Context: an optimization exercise on an open-source flow, tuned for small area, a short achievable clock period and few clock cycles. The choices shown serve that exercise and are no tape-out recipe.
In this exercise RTL edits were held to simulation tests only and were not proved equivalent to the original.
Power is estimated from default activity; no workload was simulated.

==> harbor: inputs <==
## minicpu
module minicpu (
    input         clk,
    input         reset,
    output [31:0] imem_addr,
    input  [31:0] imem_instr,
    output [31:0] dmem_addr,
    output [31:0] dmem_writeData,
    output        dmem_memWrite,
    output [ 1:0] dmem_maskMode,
    output        dmem_sext,
    input  [31:0] dmem_readData
);
export LEC_CHECK = 0
export ABC_AREA = 1
export CAP_MARGIN = 20
export CORE_MARGIN = 2
export CORE_UTILIZATION = 45
export CTS_CLUSTER_DIAMETER = 60
export CTS_CLUSTER_SIZE = 20
export SLEW_MARGIN = 20
export SYNTH_HIERARCHICAL = 1
export TNS_END_PERCENT = 100
create_clock -name core_clock -period 12.0 [get_ports {clk}]
standard.sh (not shown) runs the stock make flow with config.mk's settings and CLKGATE_MAP_FILE= SYNTH_SCRIPT=/design/flow/synth_recipe.tcl, a recipe that flattens the netlist after the stock synthesis.
==> flow/flow/run.sh <==
#!/bin/bash
set -euo pipefail
bash standard.sh \
  SYNTH_SCRIPT="$PWD/flow/synth.tcl" \
  ADDER_MAP_FILE= \
  BUFFER_PORTS_ARGS="-buffer_cell sky130_fd_sc_hd__buf_2" \
  SETUP_SLACK_MARGIN=7.5 \
  finish > layout.log 2>&1
test -s out/final.def
==> flow/flow/synth.tcl <==
# The standard synthesis script (synth_recipe.tcl) with one change: abc maps
# module rf_aoi3 (the and-or-invert cells of the register file's read ports)
# with ORFS's speed script, which maps it to one a222oi cell, and the other
# modules with the script the flow chose (ABC_AREA). Registers and their names
# are those of the standard synthesis.
proc synth {args} { yosys synth -nofsm -noshare {*}$args }
proc abc {args} {
  set i [lsearch -exact $args -script]
  set speed [lreplace $args $i [expr {$i + 1}] -script $::env(SCRIPTS_DIR)/abc_speed.script]
  yosys abc {*}$speed rf_aoi3
  yosys abc {*}$args {*}[lsearch -all -inline -not -exact [yosys tee -q -s result.string select -list-mod *] rf_aoi3]
}
source $::env(SCRIPTS_DIR)/synth.tcl
# left out here: clear keep_hierarchy, flatten, clean up, hide names made inside functions, write 1_2_yosys.v
==> lagoon: changes against harbor <==
--- a/flow/design.v
+++ b/flow/design.v
@@ -147,122 +147,109 @@
       assign lt[i] = l3[2*i+1] | (~g3[2*i+1] & l3[2*i]);
       assign gt[i] = g3[2*i+1] | (~l3[2*i+1] & g3[2*i]);
     end
   endgenerate
 endmodule
 module brcond (
     input  [1:0] lt,
     input  [1:0] gt,
+    input        jump,
+    input        branch,
     input        blt,
     input        neg,
-    output       cond
+    output       taken
 );
   wire l  = lt[1] | (~gt[1] & lt[0]);
   wire g  = gt[1] | (~lt[1] & gt[0]);
   wire eq = ~l & ~g;
-  assign cond = (blt ? l : eq) ^ neg;
+  assign taken = jump | (branch & ((blt ? l : eq) ^ neg));
 endmodule
 module cpu (
     input         clk,
     input         reset,
     output [31:0] imem_addr,
     input  [31:0] imem_instr,
     output [31:0] dmem_addr,
     output [31:0] dmem_writeData,
     output        dmem_memWrite,
     output [ 1:0] dmem_maskMode,
     output        dmem_sext,
     input  [31:0] dmem_readData
 );
-  reg  [31:0] f_ins;     
-  reg  [31:0] f_pc4;     
-  reg  [31:0] f_tgt;     
-  reg         f_pt;      
-  reg         f_v;       
-  reg  [31:0] f_next;    
   reg  [31:0] x_pc4;     
   reg  [31:0] x_tgt;     
   reg  [31:0] x_addr;    
   reg  [31:0] x_b;       
   reg  [ 4:0] x_rd;
   reg         x_we;      
   reg         x_st;
   reg         x_ld;
+  reg         x_jal;
+  reg         x_br;
+  reg         x_blt;     
+  reg         x_bneg;    
+  reg  [ 1:0] x_clt;     
+  reg  [ 1:0] x_cgt;
+  reg         x_jalr;    
   reg  [ 1:0] x_mask;    
   reg         x_sext;
   reg         x_cin;     
   reg         x_sra;
   reg  [ 8:0] x_op;      
   reg  [ 1:0] x_rsel;    
-  reg         r_pred;
-  reg         r_tgt;
-  reg         r_pc4;
-  reg         r_jalr;
-  assign imem_addr = ({32{r_pred}} & f_next) | ({32{r_tgt}}  & x_tgt) |
-                     ({32{r_pc4}}  & x_pc4) | ({32{r_jalr}} & x_addr);
-  wire [31:0] fi     = imem_instr;
-  wire        fi_jal = (fi[6:2] == 5'b11011);
-  wire        fi_br  = (fi[6:2] == 5'b11000);
-  wire [31:0] fi_imm = fi_jal ? {{11{fi[31]}}, fi[31], fi[19:12], fi[20], fi[30:21], 1'b0} :
-                       fi_br  ? {{19{fi[31]}}, fi[31], fi[7], fi[30:25], fi[11:8], 1'b0} :
-                                {fi[31:12], 12'b0};
-  wire [31:0] fi_tgt = imem_addr + fi_imm;
-  wire [31:0] fi_pc4 = imem_addr + 32'd4;
-  wire        fi_pt  = fi_jal | (fi_br & fi[31]);
-  always @(posedge clk) begin
-    f_ins <= fi;
-    f_tgt <= fi_tgt;
-    f_pc4 <= fi_pc4;
-    f_pt  <= fi_pt;
-  end
-  always @(posedge clk or posedge reset) begin
-    if (reset) begin
-      f_next <= 32'h0;
-      f_v    <= 1'b0;
-    end else begin
-      f_next <= fi_pt ? fi_tgt : fi_pc4;
-      f_v    <= 1'b1;
-    end
-  end
   wire [31:0] alu_res;
   alu u_alu (
       .a     (x_addr),
       .b     (x_b),
       .cin   (x_cin),
       .sra   (x_sra),
       .sel   (x_op),
       .result(alu_res)
   );
+  wire x_take;           
+  brcond u_brcond (
+      .lt    (x_clt),
+      .gt    (x_cgt),
+      .jump  (x_jal),
+      .branch(x_br),
+      .blt   (x_blt),
+      .neg   (x_bneg),
+      .taken (x_take)
+  );
+  wire x_seq = ~x_take & ~x_jalr;    
+  wire [31:0] npc = ({32{x_seq}} & x_pc4) | ({32{x_take}} & x_tgt) | ({32{x_jalr}} & x_addr);
   wire [31:0] wdata = alu_res | ({32{x_rsel[0]}} & x_tgt) | ({32{x_rsel[1]}} & x_pc4) |
                       ({32{x_ld}} & dmem_readData);
+  assign imem_addr      = npc;
   assign dmem_addr      = x_addr;
   assign dmem_writeData = x_b;
   assign dmem_memWrite  = x_st;
   assign dmem_maskMode  = x_mask;
   assign dmem_sext      = x_sext;
-  wire [31:0] ins = f_ins;
+  wire [31:0] ins = imem_instr;
   wire [ 4:0] op  = ins[6:2];
   wire [ 2:0] f3  = ins[14:12];
   wire [ 4:0] rs1 = ins[19:15];
   wire [ 4:0] rs2 = ins[24:20];
   wire [ 4:0] rd  = ins[11:7];
-  wire d_v = f_v & r_pred;
   wire is_lui   = (op == 5'b01101);
   wire is_auipc = (op == 5'b00101);
   wire is_jal   = (op == 5'b11011);
   wire is_jalr  = (op == 5'b11001);
   wire is_br    = (op == 5'b11000);
   wire is_ld    = (op == 5'b00000);
   wire is_st    = (op == 5'b01000);
   wire is_alui  = (op == 5'b00100);
   wire is_alur  = (op == 5'b01100);
   wire [31:0] imm_i = {{20{ins[31]}}, ins[31:20]};
   wire [31:0] imm_s = {{20{ins[31]}}, ins[31:25], ins[11:7]};
+  wire [31:0] imm_b = {{19{ins[31]}}, ins[31], ins[7], ins[30:25], ins[11:8], 1'b0};
   wire [31:0] imm_u = {ins[31:12], 12'b0};
+  wire [31:0] imm_j = {{11{ins[31]}}, ins[31], ins[19:12], ins[20], ins[30:21], 1'b0};
   wire writes = is_lui | is_auipc | is_jal | is_jalr | is_ld | is_alui | is_alur;
   wire [31:0] rs1v, rs2v;    
   gen_regs u_regs (
       .clk   (clk),
       .reset (reset),
       .wen   (x_we),
       .waddr (x_rd),
       .wdata (wdata),
@@ -276,60 +263,52 @@
   );
   wire [1:0] d_clt, d_cgt;
   brcmp u_brcmp (
       .a ({rs1v[31] ^ ~f3[1], rs1v[30:0]}),
       .b ({rs2v[31] ^ ~f3[1], rs2v[30:0]}),
       .lt(d_clt),
       .gt(d_cgt)
   );
-  wire d_cond;
-  brcond u_brcond (
-      .lt  (d_clt),
-      .gt  (d_cgt),
-      .blt (f3[2]),
-      .neg (f3[0]),
-      .cond(d_cond)
-  );
-  wire d_br  = d_v & is_br;
-  wire d_rt  = d_br & ~f_pt & d_cond;
-  wire d_rp  = d_br & f_pt & ~d_cond;
-  wire d_rj  = d_v & is_jalr;
-  wire d_rn  = ~(d_br & (f_pt ^ d_cond)) & ~d_rj;
   wire d_neg = (is_alur & ins[30] & (f3 == 3'b000)) | ((is_alui | is_alur) & (f3[2:1] == 2'b01));
   wire [31:0] d_addr = rs1v + (is_st ? imm_s : (is_ld | is_jalr) ? imm_i : 32'h0);
+  wire [31:0] d_tgt  = npc + (is_jal ? imm_j : is_br ? imm_b : imm_u);
+  wire [31:0] d_pc4  = npc + 32'd4;
   always @(posedge clk) begin
-    x_pc4  <= f_pc4;
-    x_tgt  <= f_tgt;
+    x_tgt  <= d_tgt;
     x_addr <= d_addr;
     x_b    <= ((is_alur | is_st) ? rs2v : (is_lui ? imm_u : imm_i)) ^ {32{d_neg}};
     x_rd   <= rd;
+    x_blt  <= f3[2];
+    x_bneg <= f3[0];
+    x_clt  <= d_clt;
+    x_cgt  <= d_cgt;
     x_ld   <= is_ld;
     x_mask <= f3[1:0];
     x_sext <= ~f3[2];
     x_cin  <= d_neg;
     x_sra  <= ins[30];
     x_op   <= {is_lui, {8{is_alui | is_alur}} & (8'd1 << f3)};
     x_rsel <= {is_jal | is_jalr, is_auipc};
   end
   always @(posedge clk or posedge reset) begin
     if (reset) begin
+      x_pc4  <= 32'h0;
       x_we   <= 1'b0;
       x_st   <= 1'b0;
-      r_pred <= 1'b1;
-      r_tgt  <= 1'b0;
-      r_pc4  <= 1'b0;
-      r_jalr <= 1'b0;
+      x_jal  <= 1'b0;
+      x_br   <= 1'b0;
+      x_jalr <= 1'b0;
     end else begin
-      x_we   <= d_v & writes & (rd != 5'd0);
-      x_st   <= d_v & is_st;
-      r_pred <= d_rn;
-      r_tgt  <= d_rt;
-      r_pc4  <= d_rp;
-      r_jalr <= d_rj;
+      x_pc4  <= d_pc4;
+      x_we   <= writes & (rd != 5'd0);
+      x_st   <= is_st;
+      x_jal  <= is_jal;
+      x_br   <= is_br;
+      x_jalr <= is_jalr;
     end
   end
 endmodule
 module minicpu (
     input         clk,
     input         reset,
     output [31:0] imem_addr,
     input  [31:0] imem_instr,
==> flow/flow/run.sh (replaced) <==
#!/bin/bash
set -euo pipefail
bash standard.sh \
  SYNTH_SCRIPT="$PWD/flow/synth.tcl" \
  ADDER_MAP_FILE= \
  BUFFER_PORTS_ARGS="-buffer_cell sky130_fd_sc_hd__buf_2" \
  SETUP_SLACK_MARGIN=7 \
  finish > layout.log 2>&1
test -s out/final.def
CTS_CLUSTER_DIAMETER = default   (was 60)
CTS_CLUSTER_SIZE = default   (was 20)
==> amber: changes against harbor <==
--- a/flow/design.v
+++ b/flow/design.v
@@ -147,122 +147,109 @@
       assign lt[i] = l3[2*i+1] | (~g3[2*i+1] & l3[2*i]);
       assign gt[i] = g3[2*i+1] | (~l3[2*i+1] & g3[2*i]);
     end
   endgenerate
 endmodule
 module brcond (
     input  [1:0] lt,
     input  [1:0] gt,
+    input        jump,
+    input        branch,
     input        blt,
     input        neg,
-    output       cond
+    output       taken
 );
   wire l  = lt[1] | (~gt[1] & lt[0]);
   wire g  = gt[1] | (~lt[1] & gt[0]);
   wire eq = ~l & ~g;
-  assign cond = (blt ? l : eq) ^ neg;
+  assign taken = jump | (branch & ((blt ? l : eq) ^ neg));
 endmodule
 module cpu (
     input         clk,
     input         reset,
     output [31:0] imem_addr,
     input  [31:0] imem_instr,
     output [31:0] dmem_addr,
     output [31:0] dmem_writeData,
     output        dmem_memWrite,
     output [ 1:0] dmem_maskMode,
     output        dmem_sext,
     input  [31:0] dmem_readData
 );
-  reg  [31:0] f_ins;     
-  reg  [31:0] f_pc4;     
-  reg  [31:0] f_tgt;     
-  reg         f_pt;      
-  reg         f_v;       
-  reg  [31:0] f_next;    
   reg  [31:0] x_pc4;     
   reg  [31:0] x_tgt;     
   reg  [31:0] x_addr;    
   reg  [31:0] x_b;       
   reg  [ 4:0] x_rd;
   reg         x_we;      
   reg         x_st;
   reg         x_ld;
+  reg         x_jal;
+  reg         x_br;
+  reg         x_blt;     
+  reg         x_bneg;    
+  reg  [ 1:0] x_clt;     
+  reg  [ 1:0] x_cgt;
+  reg         x_jalr;    
   reg  [ 1:0] x_mask;    
   reg         x_sext;
   reg         x_cin;     
   reg         x_sra;
   reg  [ 8:0] x_op;      
   reg  [ 1:0] x_rsel;    
-  reg         r_pred;
-  reg         r_tgt;
-  reg         r_pc4;
-  reg         r_jalr;
-  assign imem_addr = ({32{r_pred}} & f_next) | ({32{r_tgt}}  & x_tgt) |
-                     ({32{r_pc4}}  & x_pc4) | ({32{r_jalr}} & x_addr);
-  wire [31:0] fi     = imem_instr;
-  wire        fi_jal = (fi[6:2] == 5'b11011);
-  wire        fi_br  = (fi[6:2] == 5'b11000);
-  wire [31:0] fi_imm = fi_jal ? {{11{fi[31]}}, fi[31], fi[19:12], fi[20], fi[30:21], 1'b0} :
-                       fi_br  ? {{19{fi[31]}}, fi[31], fi[7], fi[30:25], fi[11:8], 1'b0} :
-                                {fi[31:12], 12'b0};
-  wire [31:0] fi_tgt = imem_addr + fi_imm;
-  wire [31:0] fi_pc4 = imem_addr + 32'd4;
-  wire        fi_pt  = fi_jal | (fi_br & fi[31]);
-  always @(posedge clk) begin
-    f_ins <= fi;
-    f_tgt <= fi_tgt;
-    f_pc4 <= fi_pc4;
-    f_pt  <= fi_pt;
-  end
-  always @(posedge clk or posedge reset) begin
-    if (reset) begin
-      f_next <= 32'h0;
-      f_v    <= 1'b0;
-    end else begin
-      f_next <= fi_pt ? fi_tgt : fi_pc4;
-      f_v    <= 1'b1;
-    end
-  end
   wire [31:0] alu_res;
   alu u_alu (
       .a     (x_addr),
       .b     (x_b),
       .cin   (x_cin),
       .sra   (x_sra),
       .sel   (x_op),
       .result(alu_res)
   );
+  wire x_take;           
+  brcond u_brcond (
+      .lt    (x_clt),
+      .gt    (x_cgt),
+      .jump  (x_jal),
+      .branch(x_br),
+      .blt   (x_blt),
+      .neg   (x_bneg),
+      .taken (x_take)
+  );
+  wire x_seq = ~x_take & ~x_jalr;    
+  wire [31:0] npc = ({32{x_seq}} & x_pc4) | ({32{x_take}} & x_tgt) | ({32{x_jalr}} & x_addr);
   wire [31:0] wdata = alu_res | ({32{x_rsel[0]}} & x_tgt) | ({32{x_rsel[1]}} & x_pc4) |
                       ({32{x_ld}} & dmem_readData);
+  assign imem_addr      = npc;
   assign dmem_addr      = x_addr;
   assign dmem_writeData = x_b;
   assign dmem_memWrite  = x_st;
   assign dmem_maskMode  = x_mask;
   assign dmem_sext      = x_sext;
-  wire [31:0] ins = f_ins;
+  wire [31:0] ins = imem_instr;
   wire [ 4:0] op  = ins[6:2];
   wire [ 2:0] f3  = ins[14:12];
   wire [ 4:0] rs1 = ins[19:15];
   wire [ 4:0] rs2 = ins[24:20];
   wire [ 4:0] rd  = ins[11:7];
-  wire d_v = f_v & r_pred;
   wire is_lui   = (op == 5'b01101);
   wire is_auipc = (op == 5'b00101);
   wire is_jal   = (op == 5'b11011);
   wire is_jalr  = (op == 5'b11001);
   wire is_br    = (op == 5'b11000);
   wire is_ld    = (op == 5'b00000);
   wire is_st    = (op == 5'b01000);
   wire is_alui  = (op == 5'b00100);
   wire is_alur  = (op == 5'b01100);
   wire [31:0] imm_i = {{20{ins[31]}}, ins[31:20]};
   wire [31:0] imm_s = {{20{ins[31]}}, ins[31:25], ins[11:7]};
+  wire [31:0] imm_b = {{19{ins[31]}}, ins[31], ins[7], ins[30:25], ins[11:8], 1'b0};
   wire [31:0] imm_u = {ins[31:12], 12'b0};
+  wire [31:0] imm_j = {{11{ins[31]}}, ins[31], ins[19:12], ins[20], ins[30:21], 1'b0};
   wire writes = is_lui | is_auipc | is_jal | is_jalr | is_ld | is_alui | is_alur;
   wire [31:0] rs1v, rs2v;    
   gen_regs u_regs (
       .clk   (clk),
       .reset (reset),
       .wen   (x_we),
       .waddr (x_rd),
       .wdata (wdata),
@@ -276,60 +263,52 @@
   );
   wire [1:0] d_clt, d_cgt;
   brcmp u_brcmp (
       .a ({rs1v[31] ^ ~f3[1], rs1v[30:0]}),
       .b ({rs2v[31] ^ ~f3[1], rs2v[30:0]}),
       .lt(d_clt),
       .gt(d_cgt)
   );
-  wire d_cond;
-  brcond u_brcond (
-      .lt  (d_clt),
-      .gt  (d_cgt),
-      .blt (f3[2]),
-      .neg (f3[0]),
-      .cond(d_cond)
-  );
-  wire d_br  = d_v & is_br;
-  wire d_rt  = d_br & ~f_pt & d_cond;
-  wire d_rp  = d_br & f_pt & ~d_cond;
-  wire d_rj  = d_v & is_jalr;
-  wire d_rn  = ~(d_br & (f_pt ^ d_cond)) & ~d_rj;
   wire d_neg = (is_alur & ins[30] & (f3 == 3'b000)) | ((is_alui | is_alur) & (f3[2:1] == 2'b01));
   wire [31:0] d_addr = rs1v + (is_st ? imm_s : (is_ld | is_jalr) ? imm_i : 32'h0);
+  wire [31:0] d_tgt  = npc + (is_jal ? imm_j : is_br ? imm_b : imm_u);
+  wire [31:0] d_pc4  = npc + 32'd4;
   always @(posedge clk) begin
-    x_pc4  <= f_pc4;
-    x_tgt  <= f_tgt;
+    x_tgt  <= d_tgt;
     x_addr <= d_addr;
     x_b    <= ((is_alur | is_st) ? rs2v : (is_lui ? imm_u : imm_i)) ^ {32{d_neg}};
     x_rd   <= rd;
+    x_blt  <= f3[2];
+    x_bneg <= f3[0];
+    x_clt  <= d_clt;
+    x_cgt  <= d_cgt;
     x_ld   <= is_ld;
     x_mask <= f3[1:0];
     x_sext <= ~f3[2];
     x_cin  <= d_neg;
     x_sra  <= ins[30];
     x_op   <= {is_lui, {8{is_alui | is_alur}} & (8'd1 << f3)};
     x_rsel <= {is_jal | is_jalr, is_auipc};
   end
   always @(posedge clk or posedge reset) begin
     if (reset) begin
+      x_pc4  <= 32'h0;
       x_we   <= 1'b0;
       x_st   <= 1'b0;
-      r_pred <= 1'b1;
-      r_tgt  <= 1'b0;
-      r_pc4  <= 1'b0;
-      r_jalr <= 1'b0;
+      x_jal  <= 1'b0;
+      x_br   <= 1'b0;
+      x_jalr <= 1'b0;
     end else begin
-      x_we   <= d_v & writes & (rd != 5'd0);
-      x_st   <= d_v & is_st;
-      r_pred <= d_rn;
-      r_tgt  <= d_rt;
-      r_pc4  <= d_rp;
-      r_jalr <= d_rj;
+      x_pc4  <= d_pc4;
+      x_we   <= writes & (rd != 5'd0);
+      x_st   <= is_st;
+      x_jal  <= is_jal;
+      x_br   <= is_br;
+      x_jalr <= is_jalr;
     end
   end
 endmodule
 module minicpu (
     input         clk,
     input         reset,
     output [31:0] imem_addr,
     input  [31:0] imem_instr,
==> flow/flow/run.sh (replaced) <==
#!/bin/bash
set -euo pipefail
bash standard.sh \
  SYNTH_SCRIPT="$PWD/flow/synth.tcl" \
  ADDER_MAP_FILE= \
  BUFFER_PORTS_ARGS="-buffer_cell sky130_fd_sc_hd__buf_2" \
  SETUP_SLACK_MARGIN=7 \
  finish > layout.log 2>&1
test -s out/final.def
==> comparison table <==
Synth-to-layout area growth: lagoon 20.8%; amber 19.8%; harbor 20.1%
Multi-input combinational cell area: lagoon 26400 um^2; amber 26400 um^2; harbor 27400 um^2
Total nets after synthesis: lagoon 6288; amber 6288; harbor 6604
Fraction of met1 tracks used by global routing: lagoon 54.9%; amber 54.7%; harbor 51.8%
Non-clk bufs: lagoon 489; amber 492; harbor 523
Critical Path Stages: lagoon 14; amber 16; harbor 36
Result of the run: lagoon timing/DRC/antenna clean; amber timing/DRC/antenna clean; harbor timing/DRC/antenna clean
Worst R2R Setup Slack: lagoon 7.08 ns; amber 7.13 ns; harbor 7.32 ns
Worst setup margin: lagoon 6.93 ns; amber 6.92 ns; harbor 7.32 ns
Number of flip-flops and latches in the synthesized netlist: lagoon 1183; amber 1183; harbor 1305
Final weighted congestion of routability-driven global placement: lagoon 1.03; amber 1.03; harbor 1.04
Data arrival time of the critical path: lagoon 2.67 ns; amber 2.68 ns; harbor 5.34 ns
Number of multi-input logic gates: lagoon 4334; amber 4334; harbor 4512
Storage element area: lagoon 34000 um^2; amber 34000 um^2; harbor 36600 um^2
Invs w/o clock: lagoon 561; amber 561; harbor 577
Number of antenna violations at the first check in global routing: lagoon 20; amber 21; harbor 15
Number of nets in the final layout: lagoon 6765; amber 6737; harbor 7085
Clk pwr share: lagoon 34.1%; amber 31.6%; harbor 32.3%
Fraction of final layout cells with drive strength greater than 1: lagoon 20.1%; amber 20.1%; harbor 21.9%
Tightest slew margin relative to the limit: lagoon 31.8%; amber 30.5%; harbor 29.6%
Final Instance Area: lagoon 72900 um^2; amber 72300 um^2; harbor 76700 um^2
Wire length of the first global-routing pass: lagoon 400000 um; amber 399000 um; harbor 412000 um
Minimum setup slack after placement: lagoon 4.89 ns; amber 4.89 ns; harbor 5.69 ns
Top layer in use: lagoon met4; amber met5; harbor met5
Combinational cell fraction of total power: lagoon 23.4%; amber 24.3%; harbor 21.0%
Testbench counts of harbor, summed over its fixed seeds: cycles 19,837.
Testbench counts of lagoon, summed over its fixed seeds: cycles 18,749.
Testbench counts of amber, summed over its fixed seeds: cycles 18,749.

[separate check: timing with driven ports]
No port has a modelled driver above. Below, the same layouts with a new extraction and two added sets of constraints.
Step 1: set_driving_cell puts a clkbuf_16 on clk and a buf_2 on each other input, an assumption about the parent block.
Step 2 also shifts input and output timing later by t, the mid clock arrival at the registers, as if the neighbouring blocks saw the same clock.
Three values: no drivers, after step 1, after step 2; two values: the first two.
run	t, ns	setup WS [ns]	hold slack, ns	worst slew at a driven data input, ns	pins driven straight from the clock port
harbor	0.831	7.316 / 7.316 / 6.583	0.323 / 0.323 / 0.323	0.18	1
lagoon	0.840	6.931 / 6.848 / 6.108	0.526 / 0.526 / 0.526	0.14	1
amber	0.824	6.919 / 6.833 / 6.144	0.530 / 0.530 / 0.530	0.13	1
After both steps setup and hold are still met in every run listed. For lagoon, which loses most, drivers alone change the setup slack by -0.083 ns; drivers and shift together by -0.823 ns.
